This design comes from an exercise in tuning for small area on the open sky130 flow, not from production work.
RTL that was checked went through simulation tests only; none was proved equivalent to the original.
No activity file was given, so power comes from the tool's default toggle rates.

==> inputs of umber <==
// smg_interface_demo
module smg_interface_demo
(
    input CLK,                       
    input RSTn,                      
    input R1,                        
    input key,                       
    output [7:0]SMG_Data,            
    output [5:0]Scan_Sig,            
    output [3:0] led,
    output rx                        
);
reg f8;
wire rst = RSTn & ~f8;
reg [5:0] c1;
reg [4:0] q;
wire c1_end = (c1 == 6'd49);
wire samp = c1_end & (q == 5'd19);            
wire cnt0 = (q == 5'd0);
wire ph01  = cnt0 & (c1[5:1] == 5'd0);        
wire ph012 = cnt0 & (c1 <= 6'd2);             
wire ph0   = cnt0 & (c1 == 6'd0);             
always @(posedge CLK)
    if (!rst) begin
        c1 <= 6'd0;
        q <= 5'd0;
    end else begin
        c1 <= c1_end ? 6'd0 : c1 + 6'd1;
        if (c1_end) q <= (q == 5'd19) ? 5'd0 : q + 5'd1;
    end
reg kc, kk, p;
wire pc = samp & kc & ~R1;
wire pk = samp & kk & ~key;
reg [4:0] cc;            
reg [7:0] ck;            
reg rec1, rec2;          
reg F;                   
reg lr1, lr2;
always @(posedge CLK)
    if (!rst) begin
        kc <= 1'b1; kk <= 1'b1; p <= 1'b0;
    end else if (samp) begin
        kc <= R1; kk <= key; p <= pc;
    end
wire pd1 = ph01 & p;
wire pd2 = ph012 & p;
wire cc4 = (cc == 5'd4);
wire cc5 = (cc == 5'd5);
wire cc8 = (cc == 5'd8);
wire cc9 = (cc == 5'd9);
wire fl1 = pd1 ? cc5 : cc4;
wire ff  = pd1 ? cc9 : cc8;
wire v   = pd2 ? cc9 : cc8;
wire c1rec = pd2 ? cc5 : cc4;
wire cc_ge8 = (cc[4] | cc[3]) & ~(ph0 & p & cc8);
wire [3:0] n1d = rec1 ? ck[3:0] : 4'd0;
wire [3:0] n2d = rec2 ? ck[7:4] : 4'd0;
wire gt = n1d > n2d;
wire eq = n1d == n2d;
wire f1 = v & gt;
wire f2 = v & ~gt & ~eq;
wire fm = v & eq;
wire [3:0] nl = v ? (gt ? n1d : n2d) : 4'd0;
always @(posedge CLK)
    if (!rst) begin
        cc <= 5'd0; ck <= 8'd0; rec1 <= 1'b0; rec2 <= 1'b0; F <= 1'b0;
        lr1 <= 1'b0; lr2 <= 1'b0;
    end else begin
        if (pc) cc <= cc + 5'd1;
        if (pk & ~cc[4] & ~cc[3] & ~(cc[2] ? rec2 : rec1)) ck[cc[2:0]] <= 1'b1;
        rec1 <= rec1 | c1rec;
        rec2 <= rec2 | v;
        F <= F | cc_ge8;
        if (L) begin
            if (f1) begin lr1 <= 1'b1; lr2 <= 1'b0; end
            else if (f2) begin lr1 <= 1'b0; lr2 <= 1'b1; end
            else if (fm) begin lr1 <= 1'b1; lr2 <= 1'b1; end
        end else begin
            lr1 <= 1'b0; lr2 <= 1'b0;
        end
    end
  ...
Settings: LEC_CHECK=0, CAP_MARGIN=20, CORE_MARGIN=2, CORE_UTILIZATION=40, CTS_BUF_LIST=sky130_fd_sc_hd__clkbuf_8, SLEW_MARGIN=20; clock period 10.0 ns.
run.sh (not shown) runs the stock make flow with config.mk's settings and CLKGATE_MAP_FILE= SYNTH_SCRIPT=/design/flow/synth_recipe.tcl, a recipe that flattens the netlist after the stock synthesis.
==> cedar: changes against umber <==
--- a/flow/design.v
+++ b/flow/design.v
@@ -36,27 +36,24 @@
 reg F;                   
 reg lr1, lr2;
 always @(posedge CLK)
     if (!rst) begin
         kc <= 1'b1; kk <= 1'b1; p <= 1'b0;
     end else if (samp) begin
         kc <= R1; kk <= key; p <= pc;
     end
-wire pd1 = ph01 & p;
-wire pd2 = ph012 & p;
-wire cc4 = (cc == 5'd4);
-wire cc5 = (cc == 5'd5);
-wire cc8 = (cc == 5'd8);
-wire cc9 = (cc == 5'd9);
-wire fl1 = pd1 ? cc5 : cc4;
-wire ff  = pd1 ? cc9 : cc8;
-wire v   = pd2 ? cc9 : cc8;
-wire c1rec = pd2 ? cc5 : cc4;
-wire cc_ge8 = (cc[4] | cc[3]) & ~(ph0 & p & cc8);
+wire [4:0] cc_m1 = cc - 5'd1;
+wire [4:0] cc_o1 = (ph01 & p) ? cc_m1 : cc;      
+wire [4:0] cc_o2 = (ph012 & p) ? cc_m1 : cc;     
+wire fl1 = (cc_o1 == 5'd4);
+wire ff  = (cc_o1 == 5'd8);
+wire v   = (cc_o2 == 5'd8);
+wire c1rec = (cc_o2 == 5'd4);
+wire cc_ge8 = (ph0 & p) ? (cc_m1[4] | cc_m1[3]) : (cc[4] | cc[3]);
 wire [3:0] n1d = rec1 ? ck[3:0] : 4'd0;
 wire [3:0] n2d = rec2 ? ck[7:4] : 4'd0;
 wire gt = n1d > n2d;
 wire eq = n1d == n2d;
 wire f1 = v & gt;
 wire f2 = v & ~gt & ~eq;
 wire fm = v & eq;
 wire [3:0] nl = v ? (gt ? n1d : n2d) : 4'd0;
- CTS_BUF_LIST: sky130_fd_sc_hd__clkbuf_8 -> not set
==> results by group <==
GRT
  • Met1 Use GR: 0.203
  • First-pass GRT wire length: 14600 µm

Placement
  • Worst slack at placement: 5.01 ns
  • Hpwl dp: 6350 µm

Finish
  • Most common cell after layout, fill and taps aside: nor2_1
  • Final Non-Filler Cells: 652
  • Most frequent cells in the layout: 64 x nor2_1, 57 x dfxtp_1, 42 x nand2_1

Run status
  • Status: timing/DRC/antenna clean

Logic synthesis
  • Post-Syn Instances: 496

Detailed routing
  • DR WL met3: 247 µm

Clocking
  • Clk latency of the worst-skew pair: 0.36 ns
That was umber.
==> results by group <==
Placement
  • Worst slack at placement: 4.72 ns
  • Hpwl dp: 6210 µm

GRT
  • Met1 Use GR: 0.197
  • First-pass GRT wire length: 15100 µm

Logic synthesis
  • Post-Syn Instances: 494

Run status
  • Status: timing/DRC/antenna clean

Finish
  • Most frequent cells in the layout: 57 x dfxtp_1, 45 x nor2_1, 36 x a21oi_1
That was cedar.
The RTL of umber was laid out without a check of its function.

---

==> job 8564 <==
smg_interface_demo, a different RTL version from the one above (not shown whole).
export LEC_CHECK = 0
export CAP_MARGIN = 20
export CORE_MARGIN = 2
export CORE_UTILIZATION = 40
export SLEW_MARGIN = 20
create_clock -name core_clock -period 10.0 [get_ports {CLK}]
standard.sh (not shown) runs the stock make flow with config.mk's settings and CLKGATE_MAP_FILE= SYNTH_SCRIPT=/design/flow/synth_recipe.tcl, a recipe that flattens the netlist after the stock synthesis.
==> flow/flow/run.sh <==
#!/bin/bash
# Own flow: the standard layout (same ORFS steps, same synthesis script up to
# technology mapping), with these changes:
#  - ABC maps the logic with an area-oriented script (flow/area.abc) and the
#    adders are left to ABC instead of being mapped to half/full-adder cells;
#  - port buffers use the smallest buffer cell;
#  - CTS inserts no dummy loads.
# Registers come from the same synthesis steps as the standard flow.
set -euo pipefail
W=$PWD
cp config.mk flow_config.mk
cat >> flow_config.mk <<EOC
export ADDER_MAP_FILE =
export CTS_ARGS = -sink_clustering_enable -repair_clock_nets -dont_use_dummy_load
export BUFFER_PORTS_ARGS = -buffer_cell sky130_fd_sc_hd__buf_1
EOC
# The standard flow's synthesis script, with ABC's mapping script replaced
cat > flow_synth.tcl <<EOT
proc abc {args} {
  set out {}
  set skip 0
  foreach a \$args {
    if {\$skip} { set skip 0; continue }
    if {\$a eq "-script" || \$a eq "-constr"} { set skip 1; continue }
    lappend out \$a
  }
  yosys abc -script $W/flow/area.abc {*}\$out
}
EOT
cat synth_recipe.tcl >> flow_synth.tcl
make -C "$FLOW_HOME" DESIGN_CONFIG=$W/flow_config.mk WORK_HOME=$W/orfs CLKGATE_MAP_FILE= \
  SYNTH_SCRIPT=$W/flow_synth.tcl finish > make.log 2>&1
R=$W/orfs/results/sky130hd/smg_interface_demo/base
: # left out here: write the final layout as DEF
==> flow/flow/area.abc <==
strash; dc2; balance -l; resub -K 6 -l; rewrite -l; resub -K 6 -N 2 -l; refactor -l; resub -K 8 -l; balance -l; resub -K 8 -N 2 -l; rewrite -l; resub -K 10 -l; rewrite -z -l; resub -K 10 -N 2 -l; balance -l; resub -K 12 -l; refactor -z -l; resub -K 12 -N 2 -l; rewrite -z -l; balance -l; balance -l; resub -K 6 -l; rewrite -l; resub -K 6 -N 2 -l; refactor -l; resub -K 8 -l; balance -l; resub -K 8 -N 2 -l; rewrite -l; resub -K 10 -l; rewrite -z -l; resub -K 10 -N 2 -l; balance -l; resub -K 12 -l; refactor -z -l; resub -K 12 -N 2 -l; rewrite -z -l; balance -l; &get -n; &dch -f; &nf -a -R 1000; &put; strash; dch -f; &get -n; &nf -a -R 1000; &put
==> job 6643 (differences from job 8564) <==
==> flow/design.v (replaced) <==
module smg_interface_demo
(
    input CLK,                       
    input RSTn,                      
    input R1,                        
    input key,                       
    output [7:0]SMG_Data,            
    output [5:0]Scan_Sig,            
    output [3:0] led,
    output rx                        
);
reg f8;
wire rst = RSTn & ~f8;
reg [5:0] c1;
reg [4:0] q;
wire c1_end = c1[5] & c1[4] & c1[0];         
wire samp = c1_end & q[4] & q[1] & q[0];     
always @(posedge CLK)
    if (!rst) begin
        c1 <= 6'd0;
        q <= 5'd0;
    end else begin
        c1 <= c1_end ? 6'd0 : c1 + 6'd1;
        if (c1_end) q <= (q == 5'd19) ? 5'd0 : q + 5'd1;
    end
reg kc, kk, p;
wire pc = samp & kc & ~R1;
wire pk = samp & kk & ~key;
reg [4:0] cc;            
reg [7:0] ck;            
reg rec1, rec2;          
reg F;                   
reg lr1, lr2;
always @(posedge CLK)
    if (!rst) begin
        kc <= 1'b1; kk <= 1'b1; p <= 1'b0;
    end else if (samp) begin
        kc <= R1; kk <= key; p <= pc;
    end else if (c1[1]) begin
        p <= 1'b0;
    end
wire pd1 = p & ~c1[1];                       
wire pd2 = p;                                
wire cc4 = (cc == 5'd4);
wire cc5 = (cc == 5'd5);
wire cc8 = (cc == 5'd8);
wire cc9 = (cc == 5'd9);
wire fl1 = pd1 ? cc5 : cc4;
wire ff  = pd1 ? cc9 : cc8;
wire v   = pd2 ? cc9 : cc8;
wire c1rec = pd2 ? cc5 : cc4;
wire cc_ge8 = (cc[4] | cc[3]) & ~(pd1 & ~c1[0] & cc8);
wire [3:0] n1d = rec1 ? ck[3:0] : 4'd0;
wire [3:0] n2d = rec2 ? ck[7:4] : 4'd0;
wire gt = n1d > n2d;
wire eq = n1d == n2d;
wire f1 = v & gt;
wire f2 = v & ~gt & ~eq;
wire fm = v & eq;
wire [3:0] nl = v ? (gt ? n1d : n2d) : 4'd0;
always @(posedge CLK)
    if (!rst) begin
        cc <= 5'd0; ck <= 8'd0; rec1 <= 1'b0; rec2 <= 1'b0; F <= 1'b0;
        lr1 <= 1'b0; lr2 <= 1'b0;
    end else begin
        if (pc) cc <= cc + 5'd1;
        if (pk & ~cc[4] & ~cc[3] & ~(cc[2] ? rec2 : rec1)) ck[cc[2:0]] <= 1'b1;
        rec1 <= rec1 | c1rec;
        rec2 <= rec2 | v;
        F <= F | cc_ge8;
        if (L) begin
            if (f1) begin lr1 <= 1'b1; lr2 <= 1'b0; end
            else if (f2) begin lr1 <= 1'b0; lr2 <= 1'b1; end
            else if (fm) begin lr1 <= 1'b1; lr2 <= 1'b1; end
        end else begin
            lr1 <= 1'b0; lr2 <= 1'b0;
        end
    end
reg [15:0] B;
reg [2:0] K;
reg L;
wire bfb = B[15] ^ B[14] ^ B[12] ^ B[3] ^ (B[14:0] == 15'd0);
wire bwrap = (B == 16'h8000);                
always @(posedge CLK)
    if (!F) begin
        B <= 16'd0; K <= 3'd0; L <= 1'b1; f8 <= 1'b0;
    end else begin
        B <= {B[14:0], bfb};
        if (bwrap) K <= K + 3'd1;
        if (B == 16'hc099) L <= 1'b0;           
        else if (bwrap) L <= 1'b1;
        if (K[2] & K[1] & (B == 16'h177c)) f8 <= 1'b1;    
    end
assign led = {2'b00, fl1 | lr1, ff ^ lr2};
reg [3:0] nld;           
always @(posedge CLK) nld <= nl;
reg [2:0] j;
reg [3:0] rnum;
reg [3:0] dn;            
wire [2:0] dig = (j == 3'd7) ? 3'd0 :
                 (c1 == 6'd0) ? ((j == 3'd5) ? 3'd0 : j + 3'd1) : j;
reg [3:0] selv;
always @(*)
    case (dig)
        3'd0: selv = n1d;
        3'd1: selv = n2d;
        3'd3, 3'd5: selv = nld;
        default: selv = 4'd10;
    endcase
always @(posedge CLK or negedge rst)
    if (!rst) begin
        j <= 3'd7; rnum <= 4'd0; dn <= 4'd0;
    end else begin
        j <= dig;
        if (!c1_end) rnum <= selv;
        if (rnum <= 4'd10) dn <= ~rnum;
    end
reg [5:0] scan;
always @(*)
    case (j)
        3'd0: scan = 6'b011_111;
        3'd1: scan = 6'b101_111;
        3'd2: scan = 6'b110_111;
        3'd3: scan = 6'b111_011;
        3'd4: scan = 6'b111_101;
        3'd5: scan = 6'b111_110;
        default: scan = 6'b100_000;
    endcase
assign Scan_Sig = scan;
reg [7:0] seg;
always @(*)
    case (~dn)
        4'd0: seg = 8'b1100_0000;
        4'd1: seg = 8'b1111_1001;
        4'd2: seg = 8'b1010_0100;
        4'd3: seg = 8'b1011_0000;
        4'd4: seg = 8'b1001_1001;
        4'd5: seg = 8'b1001_0010;
        4'd6: seg = 8'b1000_0010;
        4'd7: seg = 8'b1111_1000;
        4'd8: seg = 8'b1000_0000;
        4'd9: seg = 8'b1001_0000;
        4'd10: seg = 8'b1011_1111;
        default: seg = 8'b1111_1111;
    endcase
assign SMG_Data = seg;
reg [1:0] uj;
reg [1:0] u3;
reg [2:0] u7;
reg [4:0] u31;
reg [3:0] bc;            
reg b, tx;
wire div0 = (uj == 2'b01) & (u3 == 2'b11) & (u7 == 3'b010) & (u31 == 5'b00010);
wire [3:0] bc_n = div0 ? ((bc == 4'd10) ? 4'd0 : bc + 4'd1) : bc;
reg bit_n;
always @(*)
    case (bc_n)
        4'd1: bit_n = 1'b0;
        4'd2: bit_n = nld[0];
        4'd3: bit_n = nld[1];
        4'd4: bit_n = nld[2];
        4'd5: bit_n = nld[3];
        4'd6, 4'd7, 4'd8, 4'd9: bit_n = 1'b0;
        default: bit_n = 1'b1;
    endcase
always @(posedge CLK or negedge RSTn)
    if (!RSTn) begin
        uj <= 2'b00; u3 <= 2'b01; u7 <= 3'b001; u31 <= 5'b00001;
        bc <= 4'd15; b <= 1'b1; tx <= 1'b0;
    end else begin
        uj <= {uj[0], ~uj[1]};
        u3 <= {u3[0], u3[1] ^ u3[0]};
        u7 <= {u7[1:0], u7[2] ^ u7[1]};
        u31 <= {u31[3:0], u31[4] ^ u31[2]};
        bc <= bc_n;
        b <= bit_n;
        tx <= b;
    end
assign rx = tx;
endmodule
==> flow/flow/run.sh (replaced) <==
#!/bin/bash
# Own flow: the standard layout with a few ORFS settings added to config.mk.
# Port buffers use the smallest buffer and CTS inserts no dummy loads.
set -e
cat >> config.mk <<'EOC'
export CTS_ARGS = -sink_clustering_enable -repair_clock_nets -dont_use_dummy_load
export BUFFER_PORTS_ARGS = -buffer_cell sky130_fd_sc_hd__buf_1
EOC
bash standard.sh > standard.log 2>&1
--- a/flow/config.mk
+++ b/flow/config.mk
@@ -6,6 +6,8 @@
 export NUM_CORES = 4
 export LEC_CHECK = 0
 export CAP_MARGIN = 20
 export CORE_MARGIN = 2
 export CORE_UTILIZATION = 40
 export SLEW_MARGIN = 20
+export CTS_ARGS = -sink_clustering_enable -repair_clock_nets -dont_use_dummy_load
+export BUFFER_PORTS_ARGS = -buffer_cell sky130_fd_sc_hd__buf_1
removed: flow/flow/area.abc
==> notes <==
Die area: job 6643 is larger than job 8564 (about 25%).
Against job 8564, the synthesized area of job 6643 is larger by 26%.
Core utilization: job 8564 is higher than job 6643 (1.1 points).
Power: job 8564 is smaller than job 6643 (15%).
Non-clock buffer count: job 6643 is lower than job 8564 (1).
Against job 8564, the sequential power of job 6643 is higher by about 5%.
Against job 8564, the fmax of job 6643 is lower by about 9%.
In job 8564 the critical path depth is higher than in job 6643, by 1.
In job 6643 the worst hold slack is better than in job 8564, by 0.037 ns.
Between job 6643 and job 8564, the lower setup slack is in job 6643 (gap 0.37 ns).
Count of clock-buffer cells in the layout is the same in job 8564 and job 6643.
Function was not checked in any run of this note: the RTL went through the layout flow alone.

afterwards: timing with drivers on the ports:
No port has a modelled driver above. Below, the same layouts with a new extraction and two added sets of constraints.
Step 1 assumes that a clkbuf_16 drives the clock port and a buf_2 every other input.
Step 2 adds t to the input delays and takes it off the output delays; t is the mean of the earliest and latest rising clock arrival at the registers after step 1. Input paths then give back, and output paths get back, about the clock's delay inside the block.
Three values: ideal ports, drivers, drivers and shift; two values: the first two.
| run | t (ns) | setup WS [ns] | latest minus earliest clock arrival (ns) | pins driven straight from the clock port |
|---|---|---|---|---|
| umber | 0.387 | 5.486 / 5.493 / 5.107 | 0.012 / 0.011 | 1 |
| cedar | 0.369 | 4.715 / 4.674 / 4.833 | 0.010 / 0.009 | 1 |
| job 8564 | 0.364 | 6.105 / 6.075 / 5.889 | 0.022 / 0.022 | 1 |
| job 6643 | 0.366 | 5.737 / 5.744 / 5.377 | 0.022 / 0.023 | 1 |
After both steps every run listed still meets setup and hold. The setup slack of umber, which loses most, moves by +0.007 ns with the drivers and by -0.379 ns with both steps.
